This design comes from an exercise in tuning for small area and a short achievable clock period on the open sky130 flow, not from production work.
Only simulation tests tie the RTL to the original design; equivalence was not proved.

<file path="filters_coeffs.mem">
1111111111110110111111111110000111111111110010111111111110111000111111111010100111111111101001111111111110110111111111111110000100000000001001100000000010000011000000001110101100000001010010100000000110000111000000011000011100000001001100100000000001111101111111110110111111111110001000011111110011000101111110111001100111111010111010111111101100000101111111000010001111111110011010110000000111011101000001100101010100001011100001010001000011111111000101100100001000011010110010010001111000011011000111111101110000011111110111000001111000011011000110101100100100010110010000100001000011111111000010111000010100000110010101010000000111011101111111100110101111111100001000111111101100000101111110101110101111111011100110011111110011000101111111100010000111111111011011110000000001111101000000010011001000000001100001110000000110000111000000010100101000000000111010110000000010000011000000000010011011111111111000011111111110110111111111111010011111111111101010011111111110111000111111111100101111111111111000011111111111110110
1111111111110110111111111110101111111111111110100000000000101100000000000111100000000000101111000000000011000010000000000101110011111111100100001111111010100101111111100001000111111110001101101111111100010010000000000010101100000000110010100000000001111000111111110111010111111110110001001111111110100100000000101010110100000111000011000000101001111101000010100100001100000100101011011111101001111110111011110010111111100111110000001110100001101111111100100111011000000010111110000001001111101000000111101000111000011110100011100001001111101000000000101111100011110010011101101110100001101111111001111100000011101111001011111111101001111110000001001010110100001010010000110000101001111101000001110000110000000010101011011111111110100100111111101100010011111111011101010000000001111000000000001100101000000000001010111111111100010010111111100011011011111110000100011111111010100101111111111001000000000000010111000000000011000010000000001011110000000000011110000000000000101100111111111111101011111111111010111111111111110110
1111111111110111111111111111110100000000001011100000000001011001000000000010100011111111100010001111111100000111111111110110101000000000101101100000000110111111000000010011101111111111011010011111111000011101111111101010101100000000000111110000000001101111111111111000000011111111110011110000001011010011000001010110111100000010010100101111100101010000111100101100101011111000011010000000100011110001000101011010011000001111011101101111100000111110111001001000010011101000100101010000001100010011000111000010100100011100001010010000001100010011111010001001010111100100100001001111100000111110000011110111011000010101101001100000100011110001111110000110100011110010110010101111100101010000000000100101001000000101011011110000001011010011111111111100111111111111100000000000000001101111000000000001111111111110101010111111111000011101111111110110100100000001001110110000000110111111000000001011011011111111011010101111111100000111111111111000100000000000001010000000000001011001000000000010111011111111111111011111111111110111
1111111111111000000000000000111100000000001110011111111111110111111111110111100011111111110010010000000011011101000000001100101011111111000010111111111001110100000000001001000000000010000001010000000000110001111111100101100111111111011010100000000001100001111111111001000000000000111010110000001110000000111111110111001011111000000011011111110011110001000010111011010100001010001110011111001111110111111011001101000000000111000100110001101010011000000000101101000111100011000000111111000100110101000110001010111100011000101011111111000100110101111000110000001100000010110100010001101010011000000001110001001111101100110100001111001111110111000010100011100100001011101101011111110011110001111110000000110111111111011100100000001110000000000000001110101111111111100100000000000001100001111111110110101011111110010110010000000000110001000000100000010100000000100100001111111001110100111111110000101100000000110010100000000011011101111111111100100111111111011110001111111111110111000000000011100100000000000011111111111111111000
1111111111111001000000000001110100000000000100011111111110100011000000000000110100000000101101011111111110001010111111110000101000000001001010110000000011010100111111100010010011111111110011010000000111110110111111111000000011111110111001110000000001001111111111111010010000000001101110000000000100010000111110100101100100000000110010000000101000010110111110011011111011110011100011000000111010101010000010100100000111101000101011101111110101100010000111001001010111110111001101011110010001010100000101000100001000010100010000101110010001010100111101110011010100011100100101011111110101100010111010001010111000001010010000010000111010101010111100111000110011111001101111100000101000010110000000001100100011111010010110010000000100010000000000011011100011111111101001000000000001001111111111101110011111111111100000000000000111110110111111111100110111111110001001000000000011010100000000010010101111111111000010101111111110001010000000001011010100000000000011011111111110100011000000000001000100000000000111011111111111111001
1111111111111011000000000010000111111111110110101111111111100101000000001000001011111111011011101111111111100111000000010001100011111110101010110000000000101100000000011000000011111110000011110000000010010011000000010001100011111110110000110000000000111011111111111011101100000001111100001111110110101110111111100101101000000111101001011111011111011010111111101011001100001110001101101110111101000101000000100010001000010010110101101110011001101110000010000101011000010011001110001110000011000110000011110000110100001111000011011110000011000110000100110011100000001000010101101110011001101110000100101101011000000010001000101110111101000101000011100011011011111110101100111111011111011010000001111010010111111110010110101111110110101110000000011111000011111111101110110000000000111011111111101100001100000001000110000000000010010011111111100000111100000001100000000000000000101100111111101010101100000001000110001111111111100111111111110110111000000000100000101111111111100101111111111101101000000000001000011111111111111011
1111111111111101000000000001100111111111110001010000000001010010111111111100000011111111111011010000000010011111111111101101000000000001011100101111111011100011000000000011000100000000111101011111111001000011000000011011100011111111000010100000000000100100111111111101011000000001100000101111110001011101000001010000001011111100001111001111111011111000000010000110110011110000100101010001001000100111111100100011001100000010011000110000110010011001111001101010110000011110001001101110011110111111000010010100010100001001010001011110011110111111000111100010011011100110101011000000110010011001000000100110001111110010001100110001001000100111111100001001010100001000011011001111111011111000111111000011110000000101000000101111110001011101000000011000001011111111110101100000000000100100111111110000101000000001101110001111111001000011000000001111010100000000001100011111111011100011000000010111001011111110110100000000000010011111111111111110110111111111110000000000000001010010111111111100010100000000000110011111111111111101
1111111111110110000000000001111111111111110011000000000001001000111111111010101000000000010110011111111110110111000000000001111100000000001001101111111101111110000000001110101011111110101101110000000110000110111111100111101100000001001100011111111110000011111111110110111100000001110111011111110011000111000001000110010011111010111011110000010011111000111111000010011000000001100101000000000111011100111110011010111100001011011111011110111100001100000101100011010011100101010010010001111000000111111000000011100100011111110001111110000111111001000110101011011111101001110011000001000011110100111101001000001100000110010100011111111000100100111111100110110000000011110110101111101100001000000001010001000111111011100111000000001100111001111111100010001100000000100100010000000001111101111111101100111100000001100001011111111001111010000000010100100111111111000101100000000010000010111111111101101011111111111000010000000001001001111111111010011100000000010101101111111110111000000000000011010011111111111000010000000000001010
</file>
<file path="constraint.sdc">
create_clock -name core_clock -period 13.5 [get_ports {clk}]
set_input_delay 2.7000 -clock core_clock [delete_from_list [all_inputs] [get_ports {clk}]]
set_output_delay 2.7000 -clock core_clock [all_outputs]
set_load 0.01 [all_outputs]
</file>
<file path="run.sh">
#!/bin/bash
# synth_recipe.tcl (not shown) runs the flow's synth.tcl, then flattens the netlist and writes it again
# the make line also repeats each setting of config.mk as NAME=value (left out here)
make -C /OpenROAD-flow-scripts/flow DESIGN_CONFIG=/design/flow/config.mk WORK_HOME=/design/flow/orfs CLKGATE_MAP_FILE= SYNTH_SCRIPT=/design/flow/synth_recipe.tcl finish
</file>
<file path="design.v">
module counter #(
    parameter NUMBER_OF_TAPS = 64
) (
    input clk,
    input rst,
    input clk_enable,   
    output reg [$clog2(NUMBER_OF_TAPS)-1:0] current_count,   
    output phase_min
);
  localparam COUNTER_BITS = $clog2(NUMBER_OF_TAPS);
  localparam COUNTER_MIN = 0;
  localparam COUNTER_MAX = NUMBER_OF_TAPS - 1;
  always @(posedge clk, posedge rst) begin : count_process
    if (rst) begin
      current_count <= COUNTER_MIN;
    end else begin
      if (clk_enable) begin
        if (current_count == COUNTER_MAX) begin
          current_count <= COUNTER_MIN;
        end else begin
          current_count <= current_count + 1;
        end
      end
    end
  end
  assign phase_min = (clk_enable && (current_count == COUNTER_MIN));
endmodule
module coeff_rom #(
    parameter NUMBER_OF_TAPS = 64,
    parameter COEFF_BITS     = 16,
    parameter NUMBER_OF_FILTERS = 8
) (
    input  [$clog2(NUMBER_OF_FILTERS)-1:0]  filter_sel,
    output [COEFF_BITS*NUMBER_OF_TAPS-1:0]  coeffs_all
);
  reg [COEFF_BITS*NUMBER_OF_TAPS-1:0] rom[0:NUMBER_OF_FILTERS-1];
  initial $readmemb("filters_coeffs.mem", rom);
  assign coeffs_all = rom[filter_sel];
endmodule
module coeffs #(
    parameter NUMBER_OF_TAPS = 64,   
    parameter COEFF_BITS     = 16    
) (
    input [$clog2(NUMBER_OF_TAPS)-1:0] current_count,   
    input [COEFF_BITS*NUMBER_OF_TAPS-1:0] coeffs_in,         
    output signed [COEFF_BITS-1:0] coeff   
);
  localparam COUNTER_BITS = $clog2(NUMBER_OF_TAPS);
  wire signed [COEFF_BITS-1:0] r_coeffs[0:NUMBER_OF_TAPS-1];
  genvar r_coeffs_index;
  generate
    for (
        r_coeffs_index = 0;  
        r_coeffs_index < NUMBER_OF_TAPS;  
        r_coeffs_index = r_coeffs_index + 1
    ) begin : gen_r_coeffs
      assign r_coeffs[r_coeffs_index] = coeffs_in[(r_coeffs_index+1)*COEFF_BITS-1:r_coeffs_index*COEFF_BITS];
    end
  endgenerate
  assign coeff = r_coeffs[current_count];
endmodule
module delay_pipeline #(
    parameter FILTER_IN_BITS  = 16,
    parameter FILTER_OUT_BITS = 16,
    parameter NUMBER_OF_TAPS  = 64
) (
    input clk,
    input rst,
    input phase_min,
    input [$clog2(NUMBER_OF_TAPS)-1:0] current_count,
    input  signed [ FILTER_IN_BITS-1:0] filter_in,
    output signed [FILTER_OUT_BITS-1:0] delay_filter_in
);
  localparam COUNTER_BITS = $clog2(NUMBER_OF_TAPS);
  integer pipe_index;
  reg signed [FILTER_IN_BITS-1:0] delay_line[0:NUMBER_OF_TAPS-1];
  always @(posedge clk, posedge rst) begin : delay_process
    if (rst) begin
      for (pipe_index = 0; pipe_index < NUMBER_OF_TAPS; pipe_index = pipe_index + 1) begin
        delay_line[pipe_index] <= 0;
      end
    end else begin
      if (phase_min) begin
        delay_line[0] <= filter_in;
        for (pipe_index = 1; pipe_index < NUMBER_OF_TAPS; pipe_index = pipe_index + 1) begin
          delay_line[pipe_index] <= delay_line[pipe_index-1];
        end
      end
    end
  end
  assign delay_filter_in = delay_line[current_count];
endmodule
module compute #(
    parameter FILTER_IN_BITS = 16,
    parameter FILTER_OUT_BITS = 16,
    parameter NUMBER_OF_TAPS = 64,
    parameter COEFF_BITS = 16,
    parameter COEFF_FRAC_BITS = 16
) (
    input clk,
    input rst,
    input clk_enable,
    input signed [FILTER_IN_BITS-1:0] delay_filter_in,   
    input signed [COEFF_BITS-1:0] coeff,   
    input phase_min,   
    output reg signed [FILTER_OUT_BITS-1:0] filter_out   
);
  localparam PRODUCT_BITS = FILTER_IN_BITS + FILTER_OUT_BITS;
  wire signed [PRODUCT_BITS-1:0] product = delay_filter_in * coeff;
  wire signed [PRODUCT_BITS-1+2:0] sign_extended_product = $signed(
      {
        {2{product[PRODUCT_BITS-1]}},   
        product
      }
  );
  reg signed [PRODUCT_BITS-1+2:0] acc_out;
  wire signed [PRODUCT_BITS-1+2:0] next_value_to_add = acc_out;
  wire signed [PRODUCT_BITS-1+3:0] add_temp = sign_extended_product + next_value_to_add;
  wire signed [PRODUCT_BITS-1+2:0] acc_sum = add_temp[PRODUCT_BITS-1+2:0];   
  wire signed [PRODUCT_BITS-1+2:0] acc_in = phase_min ? sign_extended_product : acc_sum;
  reg signed [PRODUCT_BITS-1+2:0] acc_final;
  always @(posedge clk, posedge rst) begin : update_acc_out
    if (rst) acc_out <= 0;
    else if (clk_enable) acc_out <= acc_in;
  end
  always @(posedge clk, posedge rst) begin
    if (rst) acc_final <= 0;
    else if (phase_min) acc_final <= acc_out;
  end
  localparam ACC_FINAL_BITS = PRODUCT_BITS + 2;   
  localparam ACC_FINAL_SIGN_BIT = ACC_FINAL_BITS - 1;   
  localparam ACC_FINAL_CHECK_BIT_HIGH = ACC_FINAL_SIGN_BIT - 1;  
  localparam ACC_FINAL_CHECK_BIT_LOW = COEFF_FRAC_BITS + FILTER_OUT_BITS;  
  localparam ACC_FINAL_CHECK_BITS = ACC_FINAL_CHECK_BIT_HIGH - ACC_FINAL_CHECK_BIT_LOW + 1;  
  localparam ACC_FINAL_CONVERTED_HIGH_BIT = COEFF_FRAC_BITS + FILTER_OUT_BITS - 1;
  localparam ACC_FINAL_CONVERTED_LOW_BIT = COEFF_FRAC_BITS;
  wire acc_final_sign_bit = acc_final[ACC_FINAL_SIGN_BIT];
  wire is_positive_overflow = (  
  (acc_final_sign_bit == 0) &&  
  (acc_final[ACC_FINAL_CHECK_BIT_HIGH:ACC_FINAL_CHECK_BIT_LOW] != {ACC_FINAL_CHECK_BITS{1'b0}})  
  );
  wire is_negative_overflow = (  
  (acc_final_sign_bit == 1) &&  
  (acc_final[ACC_FINAL_CHECK_BIT_HIGH:ACC_FINAL_CHECK_BIT_LOW] != {ACC_FINAL_CHECK_BITS{1'b1}})  
  );
  wire [FILTER_OUT_BITS-1:0] positive_overflow_filter_out = {1'b0, {(FILTER_OUT_BITS - 1) {1'b1}}};
  wire [FILTER_OUT_BITS-1:0] negative_overflow_filter_out = {1'b1, {(FILTER_OUT_BITS - 1) {1'b0}}};
  wire [FILTER_OUT_BITS-1:0] rounded_filter_out = acc_final[ACC_FINAL_CONVERTED_HIGH_BIT:ACC_FINAL_CONVERTED_LOW_BIT];
  always_comb begin : rounding_and_overflow_handling
    if (is_positive_overflow) filter_out = positive_overflow_filter_out;
    else if (is_negative_overflow) filter_out = negative_overflow_filter_out;
    else filter_out = rounded_filter_out;
  end
endmodule
module fir_filter (
    input clk,
    input rst,
    input clk_enable,
    input [2:0] filter_sel,
    input  signed [15:0] filter_in,
    output signed [15:0] filter_out
);
  localparam FILTER_IN_BITS  = 16;
  localparam FILTER_OUT_BITS = 16;
  localparam NUMBER_OF_TAPS  = 64;
  localparam COEFF_BITS      = 16;
  localparam COEFF_FRAC_BITS = 16;
  localparam COUNTER_BITS    = $clog2(NUMBER_OF_TAPS);
  wire [COUNTER_BITS-1:0] current_count;
  wire phase_min;
  wire [COEFF_BITS*NUMBER_OF_TAPS-1:0] coeffs_all;
  wire signed [COEFF_BITS-1:0] coeff;
  wire signed [FILTER_IN_BITS-1:0] delay_filter_in;
  counter #(
      .NUMBER_OF_TAPS(NUMBER_OF_TAPS)
  ) u_counter (
      .clk(clk),
      .rst(rst),
      .clk_enable(clk_enable),
      .current_count(current_count),
      .phase_min(phase_min)
  );
  coeff_rom #(
      .NUMBER_OF_TAPS(NUMBER_OF_TAPS),
      .COEFF_BITS(COEFF_BITS)
  ) u_coeff_rom (
      .filter_sel(filter_sel),
      .coeffs_all(coeffs_all)
  );
  coeffs #(
      .NUMBER_OF_TAPS(NUMBER_OF_TAPS),
      .COEFF_BITS(COEFF_BITS)
  ) u_coeffs (
      .current_count(current_count),
      .coeffs_in(coeffs_all),
      .coeff(coeff)
  );
  delay_pipeline #(
      .FILTER_IN_BITS(FILTER_IN_BITS),
      .FILTER_OUT_BITS(FILTER_OUT_BITS),
      .NUMBER_OF_TAPS(NUMBER_OF_TAPS)
  ) u_delay_pipeline (
      .clk(clk),
      .rst(rst),
      .phase_min(phase_min),
      .current_count(current_count),
      .filter_in(filter_in),
      .delay_filter_in(delay_filter_in)
  );
  compute #(
      .FILTER_IN_BITS(FILTER_IN_BITS),
      .FILTER_OUT_BITS(FILTER_OUT_BITS),
      .NUMBER_OF_TAPS(NUMBER_OF_TAPS),
      .COEFF_BITS(COEFF_BITS),
      .COEFF_FRAC_BITS(COEFF_FRAC_BITS)
  ) u_compute (
      .clk(clk),
      .rst(rst),
      .clk_enable(clk_enable),
      .delay_filter_in(delay_filter_in),
      .coeff(coeff),
      .phase_min(phase_min),
      .filter_out(filter_out)
  );
endmodule
</file>
<file path="config.mk">
export PLATFORM = sky130hd
export DESIGN_NAME = fir_filter
export DESIGN_NICKNAME = fir_filter
export VERILOG_FILES = /design/flow/design.v
export SDC_FILE = /design/flow/constraint.sdc
export NUM_CORES = 4
export LEC_CHECK = 0
export CAP_MARGIN = 20
export CORE_MARGIN = 2
export CORE_UTILIZATION = 40
export SETUP_SLACK_MARGIN = 0.2
export SLEW_MARGIN = 20
export SYNTH_MEMORY_MAX_BITS = 65536
</file>
==> summary.txt <==
Clock tree
  – CTS tree: done
  – Clk slew on worst S/H paths: 60 ps
  – Num CTS Buffers: 117
  – Post-CTS setup buffer count: 0
  – Worst-Skew Late Latency: 810 ps
  – CTS Sinks: 1,082
  – # hold bufs at CTS: 0
  – Clock tree buffer depth: 3
  – Root buf cell: clkbuf_16
  – H-tree depth: 3

Setup path
  – Worst reg-to-reg setup slack: 1290 ps
  – Worst EP arrival: 13,510 ps
  – Crit end category: register
  – Critical Path RT: 14,180 ps
  – Setup Crit Path Kind: in2reg
  – RR Startpoint: u_counter.current_count[0]
  – Worst Path Max Fanout: 6
  – Worst Setup Start Kind: input port
  – Worst R2R End: u_compute.acc_out[33]
  – Crit-path max cell delay: 510 ps
  – Reg2Reg Depth: 39
  – Worst path slowest cell: fa_1

STA
  – Period minus WS final: 12,820 ps
  – Rel. slew slack: 0.1274
  – FMAX: 77.99 MHz
  – Worst Tran Pin Value: 1309 ps
  – Hold Violations, Final: 0
  – Final setup viols: 0
  – Unrepaired setup endpoints after global routing: false
  – Post-route clock period utilization: 0.9498
  – Hold slack: 452.0 ps
  – Slew Viols, Final: 0
  – Setup Skew: 61.57 ps

Detailed routing
  – ANT nets after route: 0
  – Vias post-DR: 63,580
  – Final wirelength: 315.9 mm
  – Wirelength per Cell: 29.95 µm
  – First-pass DRT Iterations: 7
  – Vias per cell: 6.027
  – Drt drc: 0
  – Starting DRT DRC Count: 9,831

Placed design
  – HPWL Detailed: 215.5 mm
  – IO buf count: 37
  – Cells after DPL: 10,321
  – Global placement routability congestion: 1.095

Global routing
  – Vias in the first global route: 60,253
  – First-pass GRT wire length: 449.3 mm
  – Largest net degree at the start of global routing: 216
  – Antenna violations before repair: 43
  – Remaining Overflow, GRT: 0
  – Total GRT Usage: 0.3811

Finish
  – Area grow syn2layout: 16.76%
  – Final Non-Filler Cells: 10,549
  – Commonest non-fill, non-tap cell in the layout: nand2_1
  – Most frequent cells in the layout: nand2_1, dfrtp_1, buf_4, a22oi_1, inv_1
  – Share of cells above drive strength 1: 0.1264
  – Nets@finish: 8,698
  – Post-layout util: 0.4696

Synthesis
  – Post-synthesis cell count: 8,003
  – Yosys warns: 6
  – FFs w/ async S/R, synth: 1.000
  – Area share of xor/xnor cells in the synthesized design: 0.008854
  – Sequential share of the synthesized area: 0.4202
  – Netlist cell types: 90
  – Post-synth EDFFs: 0
  – Syn Area/Cell: 8.052 µm²
  – Mux cell area share after synthesis: 0.001282
  – Simple-gate portion of the synthesized area: 0.2697
  – Main flop type after synthesis: dfrtp_1
  – Largest family of logic cells by synthesized area: simple AND/OR/NAND/NOR gates
  – Post-synthesis adder-cell area fraction: 0.1094
  – Compound-Gate Fraction of Synth Area: 0.1400
  – Synthesis-stage register bit count: 1,082
  – Post-synthesis cell area: 64,440 µm²
  – Syn nets: 8,420

Run
  – Max-Cap Viols: 0

Floorplan
  – Die ar.: 164,300 µm²
  – Core ar.: 160,200 µm²
  – Site row count: 147
  – Die X: 405.4 µm
  – Die Ht: 405.4 µm
  – Starting Density: 0.4022
  – Num ports: 38

Min path
  – Worst min-delay path startpoint: u_delay_pipeline.delay_line[6][11]
  – Hold Path End: u_delay_pipeline.delay_line[7][11]
  – Min-delay worst type: reg2reg
  – Hold Path Depth: 2

Status
  – Status: no timing/DRC/antenna violations
[cells in the mapped netlist, drive strengths merged (7+ instances only)]
| cell | instances | area share |
|---|---|---|
| ha | 134 | 0.026 |
| o2111ai | 23 | 0.0031 |
| nor4 | 47 | 0.0046 |
| and3 | 18 | 0.0017 |
| nand3 | 89 | 0.0071 |
| nand2 | 3404 | 0.20 |
| fa | 261 | 0.081 |
| clkbuf | 466 | 0.027 |
| a221o | 9 | 0.0014 |
| nor2 | 370 | 0.022 |
| maj3 | 15 | 0.0023 |
| xnor2 | 40 | 0.0057 |
| nand2b | 24 | 0.0024 |
| o22ai | 78 | 0.0076 |
| inv | 312 | 0.018 |
| dfrtp | 1082 | 0.42 |
| a22o | 40 | 0.0054 |
| o211ai | 28 | 0.0033 |
| a211oi | 17 | 0.0020 |
| o31ai | 12 | 0.0014 |
| o21ai | 201 | 0.016 |
| a221oi | 73 | 0.0099 |
| nor2b | 21 | 0.0020 |
| nor3 | 54 | 0.0043 |
| buf | 65 | 0.0051 |
| xor2 | 23 | 0.0031 |
| a222oi | 17 | 0.0026 |
| a21oi | 188 | 0.015 |
| nand3b | 9 | 0.0012 |
| a21o | 23 | 0.0027 |
| a32oi | 9 | 0.0012 |
| nand4 | 93 | 0.0090 |
| or2 | 110 | 0.011 |
| a2111oi | 13 | 0.0018 |
| and2 | 16 | 0.0016 |
| o221ai | 26 | 0.0035 |
| a31oi | 25 | 0.0024 |
| o21bai | 9 | 0.0010 |
| or3 | 10 | 0.00097 |
| o21a | 11 | 0.0013 |
| o41ai | 7 | 0.0011 |
| a211o | 7 | 0.00095 |
| a22oi | 444 | 0.052 |
[critical path, delay by kind of cell]
family	cells	cell delay, ps
AOI/OAI and AO/OA	18	3980
xor gates and xnor gates	1	180
adders and majority gates	9	3360
buffers and inverters	11	1480
and+or+nand+nor	10	1760
[registers in the layout (all words and copies together), names as in the netlist]
signal	cells
u_delay_pipeline.delay_line	1024
u_counter.current_count	6
u_compute.acc_final	18
u_compute.acc_out	34
[metal layers]
| metal | GRT usage | routed length, µm | part of all wire | vias to the layer above |
|---|---|---|---|---|
| met5 | 0 | 301 | 0.00095 | - |
| met4 | 0.2048 | 20250 | 0.064 | 45 |
| met3 | 0.1019 | 34390 | 0.11 | 1003 |
| met2 | 0.5454 | 131200 | 0.42 | 3844 |
| met1 | 0.5239 | 129800 | 0.41 | 31605 |
| li1 | - | - | - | 27083 |
[worst max-delay path by stage]
stage | from | to | cells past startpoint
global placement | filter_sel[0] | u_compute.acc_out[33] | 47
global route | filter_sel[1] | u_compute.acc_out[33] | 50
finish | filter_sel[0] | u_compute.acc_out[33] | 49
CTS | filter_sel[0] | u_compute.acc_out[33] | 46
detailed placement | filter_sel[0] | u_compute.acc_out[33] | 46
floorplan | rst | u_compute.acc_final[16] | 1
[cells by family after synthesis]
| kind of cell | after synthesis |
|---|---|
| xor gates and xnor gates | 63 |
| adders and majority gates | 410 |
| AOI/OAI and AO/OA | 1297 |
| and+or+nand+nor | 4297 |
| buffers and inverters | 846 |
| DFF | 1082 |
| muxes | 8 |
[through the flow]
stage | setup TNS, ps | setup WS (ps) | instance area [µm²]
2_1_floorplan | -4463480 | -4125 | 64440
3_3_place_gp | -573.4 | -378.8 | 71120
3_5_place_dp | -704.8 | -404.7 | 71120
4_1_cts | 0 | 417.2 | 75140
5_1_grt | 0 | 218.5 | 75210
6_report | 0 | 678.2 | 75230
[cell type report]
class | count | area [µm²]
Inverter | 315 | 1186
Antenna cell | 9 | 22.52
Timing Repair Buffer | 690 | 5592
Fill cell | 15693 | 84970
Clock buffer | 164 | 3374
Multi-Input combinational cell | 6075 | 34640
Sequential cell | 1082 | 27080
Tap cell | 2160 | 2703
Clock inverter | 54 | 640.6
[timing repair]
action | 4_1_cts | 5_1_grt
endpoints found under the hold margin | 0 | 0
resized for setup | 0 | 11
endpoints found under the setup margin | 0 | 3

re-timing with driven ports:
The flow's constraints put no driver on any port. The routed layout listed below was extracted and timed again, unchanged, in two steps. Step 1: set_driving_cell puts a clkbuf_16 on clk and a buf_2 on each other input, an assumption about the parent block. Step 2 times the ports against the registers' clock, not the clock port: input delays grow and output delays shrink by t, the midpoint of the rising clock arrivals with the driver on. a / b / c = ideal / step 1 / step 2; a / b = the first two.
shift t [ns]: 0.861
setup slack, ns: 0.678 / 0.714 / -0.146
clock arrival spread, ns: 0.061 / 0.061
slew at the worst register clock pin (ns): 0.07 / 0.07
With both steps, setup timing fails in this run, where it was met with ideal ports. For this run, drivers alone change the setup slack by +0.036 ns; drivers and shift together by -0.824 ns.
